This is an optimization exercise on Yosys and OpenROAD, whose aim is small area and a short achievable clock period, not a production implementation.
At most, simulation tests tie the RTL to the original design; equivalence was not proved.

==> job 9450 <==
// top
module top #(parameter m = 7) (
    input clk,
    input signed [m-1:0] noise_in,
    output reg signed [2*m-1:0] filter_out
);
export LEC_CHECK = 0
export CAP_MARGIN = 20
export CORE_MARGIN = 2
export CORE_UTILIZATION = 60
export CTS_BUF_LIST = sky130_fd_sc_hd__clkbuf_4
export SLEW_MARGIN = 20
export SYNTH_HIERARCHICAL = 1
create_clock -name core_clock -period 10.0 [get_ports {clk}]
standard.sh (not shown) runs the stock make flow with config.mk's settings and CLKGATE_MAP_FILE= SYNTH_SCRIPT=/design/flow/synth_recipe.tcl, a recipe that flattens the netlist after the stock synthesis.
==> flow/flow/run.sh <==
#!/bin/bash
# The standard ORFS layout, with one change: the port buffers are buf_4
# cells instead of the delay buffer that buffer_ports picks by default, which
# puts about half a nanosecond on every path from an input.
set -euo pipefail
export BUFFER_PORTS_ARGS="-buffer_cell sky130_fd_sc_hd__buf_4"
bash standard.sh finish > standard.log 2>&1
==> inputs of job 2172, as changes to job 9450 <==
--- a/flow/design.v
+++ b/flow/design.v
@@ -95,35 +95,35 @@
     g_xor2 i51 (e3s, e13, pb[2]);
     g_xnor2 i52 (s[3], e39, pb[3]);
     g_xnor2 i53 (e4s, e24, pb[4]);
     g_xor2 i54 (e5s, e40, pb[5]);
     g_xor2 i55 (e6s, e35, pb[6]);
     g_xor2 i56 (e7s, e43, pb[7]);
     g_xnor2 i57 (e8s, e29, pb[8]);
     g_xor2 i58 (e9s, e46, pb[9]);
-    g_xor2 i59 (e10s, e36, pb[10]);
-    g_xnor2 i60 (e11s, e47, pb[11]);
-    g_xor2 i61 (e12s, e32, pb[12]);
+    g_xnor2 i59 (e10s, e36, pb[10]);
+    g_xor2 i60 (e11s, e47, pb[11]);
+    g_xnor2 i61 (e12s, e32, pb[12]);
     g_xnor2 i62 (s[13], e48, pb[13]);
 endmodule
 module late (input [13:0] pb, input [6:0] xr, output [13:0] y);
     wire w1, w2, w3, w4, w5, w6, w7, w8, w9, w10, w11, w12;
     wire w13, w14, w15, w16, w17, w18, w19, w20, w21, w22, w23, w24;
     wire w25, w26, w27, w28, w29, w30, w31, w32, w33, w34, w35, w36;
     wire w37, w38, w39, w40, w41, w42, w43, w44, w45, w46, w47, w48;
     wire w49, w50, w51, w52, w53, w54, w55, w56, w57, w58, w59, w60;
     wire w61, w62, w63, w64, w65, w66, w67, w68, w69, w70, w71, w72;
     wire w73, w74, w75, w76, w77, w78, w79, w80, w81, w82, w83, w84;
     wire w85, w86, w87, w88, w89, w90, w91, w92, w93, w94, w95, w96;
     wire w97, w98, w99, w100, w101, w102, w103, w104, w105, w106, w107, w108;
     wire w109, w110, w111, w112, w113, w114, w115, w116, w117, w118, w119, w120;
-    wire w121, w122, w123, w124, w125, w126, w127, w128, w129, w130, w131;
+    wire w121, w122, w123, w124, w125, w126;
     g_xnor2 i1 (xr[2], xr[0], w1);
-    g_xor2 i2 (pb[2], w1, w2);
+    g_xnor2 i2 (pb[2], w1, w2);
     g_nand2 i3 (xr[2], xr[0], w3);
     g_o21ai i4 (pb[2], w1, w3, w4);
     g_xnor2 i5 (xr[3], xr[1], w5);
     g_xor2 i6 (pb[3], w5, w6);
     g_nand2 i7 (xr[3], xr[1], w7);
     g_o21ai i8 (pb[3], w5, w7, w8);
     g_xnor2 i9 (xr[4], xr[2], w9);
     g_xor2 i10 (pb[4], w9, w10);
@@ -164,109 +164,104 @@
     g_xor2 i45 (w21, w20, w45);
     g_nand2b i46 (w23, w22, w46);
     g_nand2b i47 (w22, w23, w47);
     g_xnor2 i48 (w22, w23, w48);
     g_nand2b i49 (w24, pb[9], w49);
     g_nand2b i50 (pb[9], w24, w50);
     g_xnor2 i51 (pb[9], w24, w51);
     g_o21ai i52 (w29, w25, w28, w52);
-    g_nand2b i53 (w28, w2, w53);
-    g_nand2b i54 (w29, w2, w54);
-    g_nand2b i55 (w32, w2, w55);
+    g_nor2 i53 (w2, w28, w53);
+    g_nor2 i54 (w2, w29, w54);
+    g_nor2 i55 (w32, w2, w55);
     g_o21ai i56 (w35, w31, w34, w56);
     g_nor2 i57 (w35, w32, w57);
     g_o21ai i58 (w38, w34, w37, w58);
     g_nor2 i59 (w38, w35, w59);
     g_o21ai i60 (w41, w37, w40, w60);
     g_nor2 i61 (w41, w38, w61);
     g_o21ai i62 (w44, w40, w43, w62);
     g_nor2 i63 (w44, w41, w63);
     g_inv i64 (w47, w64);
     g_o21ai i65 (w64, w43, w46, w65);
     g_nand2b i66 (w44, w47, w66);
     g_inv i67 (w50, w67);
     g_o21ai i68 (w67, w46, w49, w68);
     g_nand2 i69 (w50, w47, w69);
-    g_nand2b i70 (pb[10], w49, w70);
-    g_nor2 i71 (pb[11], pb[10], w71);
-    g_nor2 i72 (pb[12], pb[11], w72);
-    g_nand2 i73 (pb[13], pb[12], w73);
-    g_o21ai i74 (w54, w25, w53, w74);
-    g_inv i75 (w52, w75);
-    g_o21ai i76 (w55, w75, w31, w76);
-    g_inv i77 (w53, w77);
-    g_a21oi i78 (w57, w77, w56, w78);
-    g_nand2b i79 (w54, w57, w79);
-    g_inv i80 (w31, w80);
-    g_a21oi i81 (w59, w80, w58, w81);
-    g_nand2b i82 (w55, w59, w82);
-    g_a21oi i83 (w61, w56, w60, w83);
-    g_nand2 i84 (w61, w57, w84);
-    g_a21oi i85 (w63, w58, w62, w85);
-    g_nand2 i86 (w63, w59, w86);
-    g_inv i87 (w66, w87);
-    g_a21oi i88 (w87, w60, w65, w88);
-    g_nand2b i89 (w66, w61, w89);
-    g_inv i90 (w69, w90);
-    g_a21oi i91 (w90, w62, w68, w91);
-    g_nand2b i92 (w69, w63, w92);
-    g_a21oi i93 (w50, w65, w70, w93);
-    g_nand2b i94 (w66, w50, w94);
-    g_nand2b i95 (w68, w71, w95);
-    g_nand2b i96 (w70, w72, w96);
-    g_inv i97 (pb[13], w97);
-    g_o21ai i98 (w97, w71, w73, w98);
+    g_nand2 i70 (pb[10], w49, w70);
+    g_nand2 i71 (pb[11], pb[10], w71);
+    g_nand2 i72 (pb[12], pb[11], w72);
+    g_nand2b i73 (pb[12], pb[13], w73);
+    g_inv i74 (w25, w74);
+    g_a21oi i75 (w54, w74, w53, w75);
+    g_inv i76 (w31, w76);
+    g_a21oi i77 (w55, w52, w76, w77);
+    g_a21oi i78 (w57, w53, w56, w78);
+    g_nand2 i79 (w57, w54, w79);
+    g_a21oi i80 (w59, w76, w58, w80);
+    g_nand2 i81 (w59, w55, w81);
+    g_a21oi i82 (w61, w56, w60, w82);
+    g_nand2 i83 (w61, w57, w83);
+    g_a21oi i84 (w63, w58, w62, w84);
+    g_nand2 i85 (w63, w59, w85);
+    g_inv i86 (w66, w86);
+    g_a21oi i87 (w86, w60, w65, w87);
+    g_nand2b i88 (w66, w61, w88);
+    g_inv i89 (w69, w89);
+    g_a21oi i90 (w89, w62, w68, w90);
+    g_nand2b i91 (w69, w63, w91);
+    g_a21oi i92 (w50, w65, w70, w92);
+    g_nand2b i93 (w66, w50, w93);
+    g_nor2 i94 (w71, w68, w94);
+    g_nor2 i95 (w72, w70, w95);
+    g_inv i96 (pb[13], w96);
+    g_inv i97 (w71, w97);
+    g_o21ai i98 (w96, w97, w73, w98);
     g_o21ai i99 (w79, w25, w78, w99);
     g_inv i100 (w52, w100);
-    g_o21ai i101 (w82, w100, w81, w101);
-    g_inv i102 (w74, w102);
-    g_o21ai i103 (w84, w102, w83, w103);
-    g_inv i104 (w76, w104);
-    g_o21ai i105 (w86, w104, w85, w105);
-    g_o21ai i106 (w89, w78, w88, w106);
-    g_nor2 i107 (w89, w79, w107);
-    g_o21ai i108 (w92, w81, w91, w108);
-    g_nor2 i109 (w92, w82, w109);
-    g_o21ai i110 (w94, w83, w93, w110);
-    g_nor2 i111 (w94, w84, w111);
-    g_inv i112 (w95, w112);
-    g_o21ai i113 (w69, w85, w112, w113);
-    g_nor2 i114 (w69, w86, w114);
-    g_inv i115 (w50, w115);
-    g_inv i116 (w96, w116);
-    g_o21ai i117 (w115, w88, w116, w117);
-    g_nand2b i118 (w89, w50, w118);
-    g_inv i119 (pb[13], w119);
-    g_inv i120 (w98, w120);
-    g_o21ai i121 (w119, w91, w120, w121);
-    g_nand2b i122 (w92, pb[13], w122);
-    g_inv i123 (w25, w123);
-    g_a21oi i124 (w107, w123, w106, w124);
-    g_a21oi i125 (w109, w52, w108, w125);
-    g_a21oi i126 (w111, w74, w110, w126);
-    g_a21oi i127 (w114, w76, w113, w127);
-    g_inv i128 (w118, w128);
-    g_a21oi i129 (w128, w99, w117, w129);
-    g_inv i130 (w122, w130);
-    g_a21oi i131 (w130, w101, w121, w131);
-    g_xor2 i132 (w27, 1'b0, y[0]);
-    g_xnor2 i133 (w30, w25, y[1]);
-    g_xor2 i134 (w2, w52, y[2]);
-    g_xor2 i135 (w33, w74, y[3]);
-    g_xor2 i136 (w36, w76, y[4]);
-    g_xor2 i137 (w39, w99, y[5]);
-    g_xor2 i138 (w42, w101, y[6]);
-    g_xor2 i139 (w45, w103, y[7]);
-    g_xor2 i140 (w48, w105, y[8]);
-    g_xnor2 i141 (w51, w124, y[9]);
-    g_xor2 i142 (pb[10], w125, y[10]);
-    g_xor2 i143 (pb[11], w126, y[11]);
-    g_xor2 i144 (pb[12], w127, y[12]);
-    g_xnor2 i145 (pb[13], w129, y[13]);
+    g_o21ai i101 (w81, w100, w80, w101);
+    g_o21ai i102 (w83, w75, w82, w102);
+    g_o21ai i103 (w85, w77, w84, w103);
+    g_o21ai i104 (w88, w78, w87, w104);
+    g_nor2 i105 (w88, w79, w105);
+    g_o21ai i106 (w91, w80, w90, w106);
+    g_nor2 i107 (w91, w81, w107);
+    g_o21ai i108 (w93, w82, w92, w108);
+    g_nor2 i109 (w93, w83, w109);
+    g_o21ai i110 (w69, w84, w94, w110);
+    g_nor2 i111 (w69, w85, w111);
+    g_o21ai i112 (w67, w87, w95, w112);
+    g_nand2b i113 (w88, w50, w113);
+    g_inv i114 (w98, w114);
+    g_o21ai i115 (w96, w90, w114, w115);
+    g_nand2b i116 (w91, pb[13], w116);
+    g_a21oi i117 (w105, w74, w104, w117);
+    g_a21oi i118 (w107, w52, w106, w118);
+    g_inv i119 (w75, w119);
+    g_a21oi i120 (w109, w119, w108, w120);
+    g_inv i121 (w77, w121);
+    g_a21oi i122 (w111, w121, w110, w122);
+    g_inv i123 (w113, w123);
+    g_a21oi i124 (w123, w99, w112, w124);
+    g_inv i125 (w116, w125);
+    g_a21oi i126 (w125, w101, w115, w126);
+    g_xor2 i127 (w27, 1'b0, y[0]);
+    g_xnor2 i128 (w30, w25, y[1]);
+    g_xnor2 i129 (w2, w52, y[2]);
+    g_xnor2 i130 (w33, w75, y[3]);
+    g_xnor2 i131 (w36, w77, y[4]);
+    g_xor2 i132 (w39, w99, y[5]);
+    g_xor2 i133 (w42, w101, y[6]);
+    g_xor2 i134 (w45, w102, y[7]);
+    g_xor2 i135 (w48, w103, y[8]);
+    g_xnor2 i136 (w51, w117, y[9]);
+    g_xnor2 i137 (pb[10], w118, y[10]);
+    g_xnor2 i138 (pb[11], w120, y[11]);
+    g_xnor2 i139 (pb[12], w122, y[12]);
+    g_xnor2 i140 (pb[13], w124, y[13]);
 endmodule
 module top #(parameter m = 7) (
     input clk,
     input signed [m-1:0] noise_in,
     output reg signed [2*m-1:0] filter_out
 );
     reg [6:0] d0, d1, d2, d3, d4, d5, d6, d7;
     reg [21:0] r2;
==> inputs of job 7484, as changes to job 9450 <==
CTS_CLUSTER_DIAMETER = 20   (was default)
==> qor summary <==
Status: job 9450 complete, no violations; job 2172 complete, no violations; job 7484 complete, no violations
Fraction of layout cells with a size suffix above 1: job 9450 14.53%; job 2172 14.87%; job 7484 14.53%
Adder and majority cell fraction of the synthesized area: job 9450 41.60%; job 2172 41.82%; job 7484 41.60%
Cell Rows: job 9450 37; job 2172 36; job 7484 37
Sequential share of the synthesized area: job 9450 38.24%; job 2172 38.44%; job 7484 38.24%
Max FO, Critical Path: job 9450 7; job 2172 6; job 7484 7
DR vias/cell: job 9450 5.000; job 2172 5.006; job 7484 5.000
CORE AREA: job 9450 10140 µm²; job 2172 9864 µm²; job 7484 10140 µm²
Fraction of area in clock buffers and inverters: job 9450 4.270%; job 2172 4.506%; job 7484 4.270%
Layout Nets: job 9450 648; job 2172 643; job 7484 648
Aggregate global-route resource usage: job 9450 21.87%; job 2172 22.71%; job 7484 21.87%
DIE WIDTH: job 9450 105.5 µm; job 2172 105.2 µm; job 7484 105.5 µm
Post-detailed-routing wire length: job 9450 10340 µm; job 2172 10800 µm; job 7484 10340 µm
Wire length of the first global-routing pass: job 9450 17820 µm; job 2172 18690 µm; job 7484 17820 µm
Routed wire length on met2: job 9450 5622 µm; job 2172 5909 µm; job 7484 5622 µm
The RTL of job 2172 was laid out without a check of its function.

-- afterwards: timing with drivers on the ports --
The flow's constraints put no driver on any port. The routed layouts listed below were extracted and timed again, unchanged, in two steps. Step 1 (the two cells are an assumption about what drives the block):
set clk [get_ports {clk}]
set_driving_cell -lib_cell sky130_fd_sc_hd__clkbuf_16 $clk
set_driving_cell -lib_cell sky130_fd_sc_hd__buf_2 [delete_from_list [all_inputs] $clk]
Step 2 moves the port delays by t, midway between the first and last clock arrival at a register: inputs arrive t later, outputs are due t later. That takes back most of the time a late clock gives input paths. Slacks: no drivers / after step 1 / after step 2; pairs: no drivers / after step 1.
| run | t (ns) | slack for setup (ns) | latest minus earliest clock arrival (ns) |
|---|---|---|---|
| job 9450 | 0.546 | 6.796 / 6.802 / 6.257 | 0.017 / 0.017 |
| job 2172 | 0.531 | 6.789 / 6.797 / 6.266 | 0.021 / 0.022 |
| job 7484 | 0.546 | 6.796 / 6.802 / 6.257 | 0.017 / 0.017 |
After both steps every run listed still meets setup and hold.
